From an optimization exercise on the open Yosys and OpenROAD flow, aimed at small area, a short achievable clock period and few clock cycles per item; shortcuts taken in it are not production practice.
In this exercise RTL edits were held to simulation tests only and were not proved equivalent to the original.
Power figures rest on the tool's default switching activity, not on a simulated workload.

Design alu, start of the top module:
module alu(
    input wire clk,
    input wire reset,
    input wire start,
    input wire [1:0] op_select,    
    input wire [15:0] op1,
    input wire [7:0] op2,
    output reg [15:0] res,
    output reg done
);
Size: about 720 cells after synthesis, ~46 I/O pins.
==> flow/config.mk <==
export PLATFORM = sky130hd
export DESIGN_NAME = alu
export DESIGN_NICKNAME = alu
export VERILOG_FILES = /design/flow/design.v
export SDC_FILE = /design/flow/constraint.sdc
export NUM_CORES = 4
export LEC_CHECK = 0
export CAP_MARGIN = 20
export CORE_MARGIN = 2
export CORE_UTILIZATION = 40
export SLEW_MARGIN = 20
==> flow/constraint.sdc <==
create_clock -name core_clock -period 14.0 [get_ports {clk}]
set_input_delay 2.8000 -clock core_clock [delete_from_list [all_inputs] [get_ports {clk}]]
set_output_delay 2.8000 -clock core_clock [all_outputs]
set_load 0.01 [all_outputs]
standard.sh (not shown) runs the stock make flow with config.mk's settings and CLKGATE_MAP_FILE= SYNTH_SCRIPT=/design/flow/synth_recipe.tcl, a recipe that flattens the netlist after the stock synthesis.
==> flow/flow/run.sh <==
#!/bin/bash
# Layout flow: the standard synthesis, then the combinational logic re-mapped
# by ABC (flip-flops untouched), then the standard ORFS flow from floorplan on.
# Each tool's output goes to a log file of its own in the work folder.
set -euo pipefail
W=$(pwd)
F=$W/flow
R=$W/orfs/results/${FLOW_PLATFORM}/alu/base
ABC_D=$(cat $F/abc_delay_ps)
bash standard.sh synth > $W/log_1_standard_synth.txt 2>&1
cp $R/1_2_yosys.v $W/standard_1_2_yosys.v
DU=$(make -s -C $FLOW_HOME DESIGN_CONFIG=$FLOW_CONFIG WORK_HOME=$W/orfs print-DONT_USE_CELLS | sed 's/^DONT_USE_CELLS: //')
printf 'set_driving_cell sky130_fd_sc_hd__buf_1\nset_load 5\n' > $W/abc.constr
sed "s/{D}/-D $ABC_D/g" $F/s.abc > $W/resynth.abc
RS_IN=$W/standard_1_2_yosys.v RS_OUT=$W/resynth.v \
  RS_LIB=$FLOW_HOME/platforms/${FLOW_PLATFORM}/lib/sky130_fd_sc_hd__tt_025C_1v80.lib \
  RS_DONTUSE="$DU" RS_D=$ABC_D RS_SCRIPT=$W/resynth.abc RS_CONSTR=$W/abc.constr \
  RS_KEEP_FA=$(cat $F/keep_fa 2>/dev/null || echo 0) yosys -c $F/resynth.tcl > $W/log_2_resynth.txt 2>&1
cp $W/resynth.v $R/1_2_yosys.v
rm -f $R/1_synth.odb $R/1_synth.sdc
if [[ -f $F/orfs_env ]]; then source $F/orfs_env; fi
bash standard.sh finish > $W/log_3_standard_finish.txt 2>&1
==> flow/flow/keep_fa <==
1
==> flow/flow/orfs_env <==
export BUFFER_PORTS_ARGS="-buffer_cell sky130_fd_sc_hd__buf_2"
==> flow/flow/resynth.tcl <==
# Re-map the combinational logic of the standard synthesis netlist with ABC.
# The flip-flops are left as they are (same instances, names and cell types).
# env: RS_IN (netlist in), RS_OUT (netlist out), RS_LIB, RS_DONTUSE, RS_D (ABC delay target, ps),
#      RS_SCRIPT (optional ABC script)
yosys -import
set lib $::env(RS_LIB)
set du {}
foreach c $::env(RS_DONTUSE) { lappend du -dont_use $c }
read_liberty -ignore_miss_func $lib
# keep the sequential and tie cells as black boxes
foreach m [split [string trim [tee -q -s result.string select -list-mod sky130_fd_sc_hd__df* sky130_fd_sc_hd__conb_*]] "\n"] {
  blackbox $m
}
read_verilog $::env(RS_IN)
hierarchy -top alu
# Keep the full-adder cells that no flip-flop feeds (the multiplier's tree) as they are.
if {[info exists ::env(RS_KEEP_FA)] && $::env(RS_KEEP_FA)} {
  set fh [open $::env(RS_IN) r]; set ntxt [read $fh]; close $fh
  set fft [lsort -unique [regexp -all -inline {sky130_fd_sc_hd__df[a-z0-9_]+} $ntxt]]
  set ffsel {}
  set rules {}
  foreach m $fft { lappend ffsel "alu/t:$m"; append rules ":-${m}\[D,RESET_B,SET_B\]" }
  select -set ffs {*}$ffsel
  select -set regcone @ffs %co*$rules
  select -set keepfa alu/t:sky130_fd_sc_hd__fa_1 @regcone %d
  select -count @keepfa
  setattr -set keep_hierarchy 1 @keepfa
  select -clear
}
flatten alu
select -module alu
opt -purge
select -clear
hierarchy -top alu
set abc_args [list -liberty $lib {*}$du -D $::env(RS_D)]
if {[info exists ::env(RS_SCRIPT)] && $::env(RS_SCRIPT) ne ""} { lappend abc_args -script $::env(RS_SCRIPT) }
if {[info exists ::env(RS_CONSTR)] && $::env(RS_CONSTR) ne ""} { lappend abc_args -constr $::env(RS_CONSTR) }
abc {*}$abc_args
opt_clean -purge
if {[info exists ::env(RS_KEEP_FA)] && $::env(RS_KEEP_FA)} {
  blackbox sky130_fd_sc_hd__fa_1
}
hilomap -singleton -hicell sky130_fd_sc_hd__conb_1 HI -locell sky130_fd_sc_hd__conb_1 LO
splitnets
opt_clean -purge
tee -o $::env(RS_OUT).stat stat -liberty $lib
write_verilog -noattr -noexpr -nohex -nodec $::env(RS_OUT)
Other scripts of this flow, unchanged in this note and not shown: flow/flow/abc_delay_ps, flow/flow/s.abc
Testbench counts at the start, summed over its fixed seeds: cycles 9,972, ops 8,000.
Next try:
--- a/flow/flow/run.sh
+++ b/flow/flow/run.sh
@@ -18 +18 @@
-  RS_KEEP_FA=$(cat $F/keep_fa 2>/dev/null || echo 0) yosys -c $F/resynth.tcl > $W/log_2_resynth.txt 2>&1
+  yosys -c $F/resynth.tcl > $W/log_2_resynth.txt 2>&1
--- a/flow/flow/resynth.tcl
+++ b/flow/flow/resynth.tcl
@@ -16,14 +15,0 @@
-# Keep the full-adder cells that no flip-flop feeds (the multiplier's tree) as they are.
-if {[info exists ::env(RS_KEEP_FA)] && $::env(RS_KEEP_FA)} {
-  set fh [open $::env(RS_IN) r]; set ntxt [read $fh]; close $fh
-  set fft [lsort -unique [regexp -all -inline {sky130_fd_sc_hd__df[a-z0-9_]+} $ntxt]]
-  set ffsel {}
-  set rules {}
-  foreach m $fft { lappend ffsel "alu/t:$m"; append rules ":-${m}\[D,RESET_B,SET_B\]" }
-  select -set ffs {*}$ffsel
-  select -set regcone @ffs %co*$rules
-  select -set keepfa alu/t:sky130_fd_sc_hd__fa_1 @regcone %d
-  select -count @keepfa
-  setattr -set keep_hierarchy 1 @keepfa
-  select -clear
-}
@@ -40,3 +25,0 @@
-if {[info exists ::env(RS_KEEP_FA)] && $::env(RS_KEEP_FA)} {
-  blackbox sky130_fd_sc_hd__fa_1
-}
--- a/flow/config.mk
+++ b/flow/config.mk
@@ -10,0 +11 @@
+export SETUP_SLACK_MARGIN = 2.6
removed: flow/flow/keep_fa
What happened:
- total power rises by 41%
- non-clock buffer count grows by 43
- critical path depth is higher by 1
- global-route usage is higher by 1.3 points
- synthesized area went up by about 3%
Next try:
--- a/flow/flow/run.sh
+++ b/flow/flow/run.sh
@@ -18 +18 @@
-  yosys -c $F/resynth.tcl > $W/log_2_resynth.txt 2>&1
+  RS_KEEP_FA=$(cat $F/keep_fa 2>/dev/null || echo 0) yosys -c $F/resynth.tcl > $W/log_2_resynth.txt 2>&1
==> flow/flow/keep_fa (new file) <==
1
==> flow/flow/orfs_env (replaced) <==
export BUFFER_PORTS_ARGS="-buffer_cell sky130_fd_sc_hd__buf_1"
--- a/flow/flow/resynth.tcl
+++ b/flow/flow/resynth.tcl
@@ -15,0 +16,14 @@
+# Keep the full-adder cells that no flip-flop feeds (the multiplier's tree) as they are.
+if {[info exists ::env(RS_KEEP_FA)] && $::env(RS_KEEP_FA)} {
+  set fh [open $::env(RS_IN) r]; set ntxt [read $fh]; close $fh
+  set fft [lsort -unique [regexp -all -inline {sky130_fd_sc_hd__df[a-z0-9_]+} $ntxt]]
+  set ffsel {}
+  set rules {}
+  foreach m $fft { lappend ffsel "alu/t:$m"; append rules ":-${m}\[D,RESET_B,SET_B\]" }
+  select -set ffs {*}$ffsel
+  select -set regcone @ffs %co*$rules
+  select -set keepfa alu/t:sky130_fd_sc_hd__fa_1 @regcone %d
+  select -count @keepfa
+  setattr -set keep_hierarchy 1 @keepfa
+  select -clear
+}
@@ -25,0 +40,3 @@
+if {[info exists ::env(RS_KEEP_FA)] && $::env(RS_KEEP_FA)} {
+  blackbox sky130_fd_sc_hd__fa_1
+}
--- a/flow/config.mk
+++ b/flow/config.mk
@@ -11 +11 @@
-export SETUP_SLACK_MARGIN = 2.6
+export CTS_BUF_LIST = sky130_fd_sc_hd__clkbuf_4
Outcome:
- The changed run completed with no timing, DRC or antenna violations
- count of clock-buffer cells in the layout is unchanged
- via count decreases by 19%
- register-to-register slack improves by 170 ps
- sequential cell count stays the same
- first-iteration DRC count decreases by 36%

## what the ideal ports hide
In the flow no input, the clock included, has a driving cell. The finished layouts below were timed again as built, in two steps.
Step 1 assumes that a clkbuf_16 drives the clock port and a buf_2 every other input.
Step 2 moves the port delays by t, midway between the first and last clock arrival at a register: inputs arrive t later, outputs are due t later. That takes back most of the time a late clock gives input paths.
Slacks: ideal / step 1 / step 2; pairs: ideal / step 1.
run	t (ns)	setup WS [ns]	worst setup path after step 2	clock arrival spread, ns
the first run	0.278	1.874 / 1.853 / 1.853	input to output	0.002 / 0.002
the second run	0.286	2.550 / 2.487 / 2.487	input to output	0.008 / 0.008
the third run	0.311	1.972 / 1.949 / 1.949	input to output	0.009 / 0.009
After both steps every run listed still meets setup and hold. For the second run, which loses most, drivers alone change the setup slack by -0.063 ns; drivers and shift together by -0.063 ns.
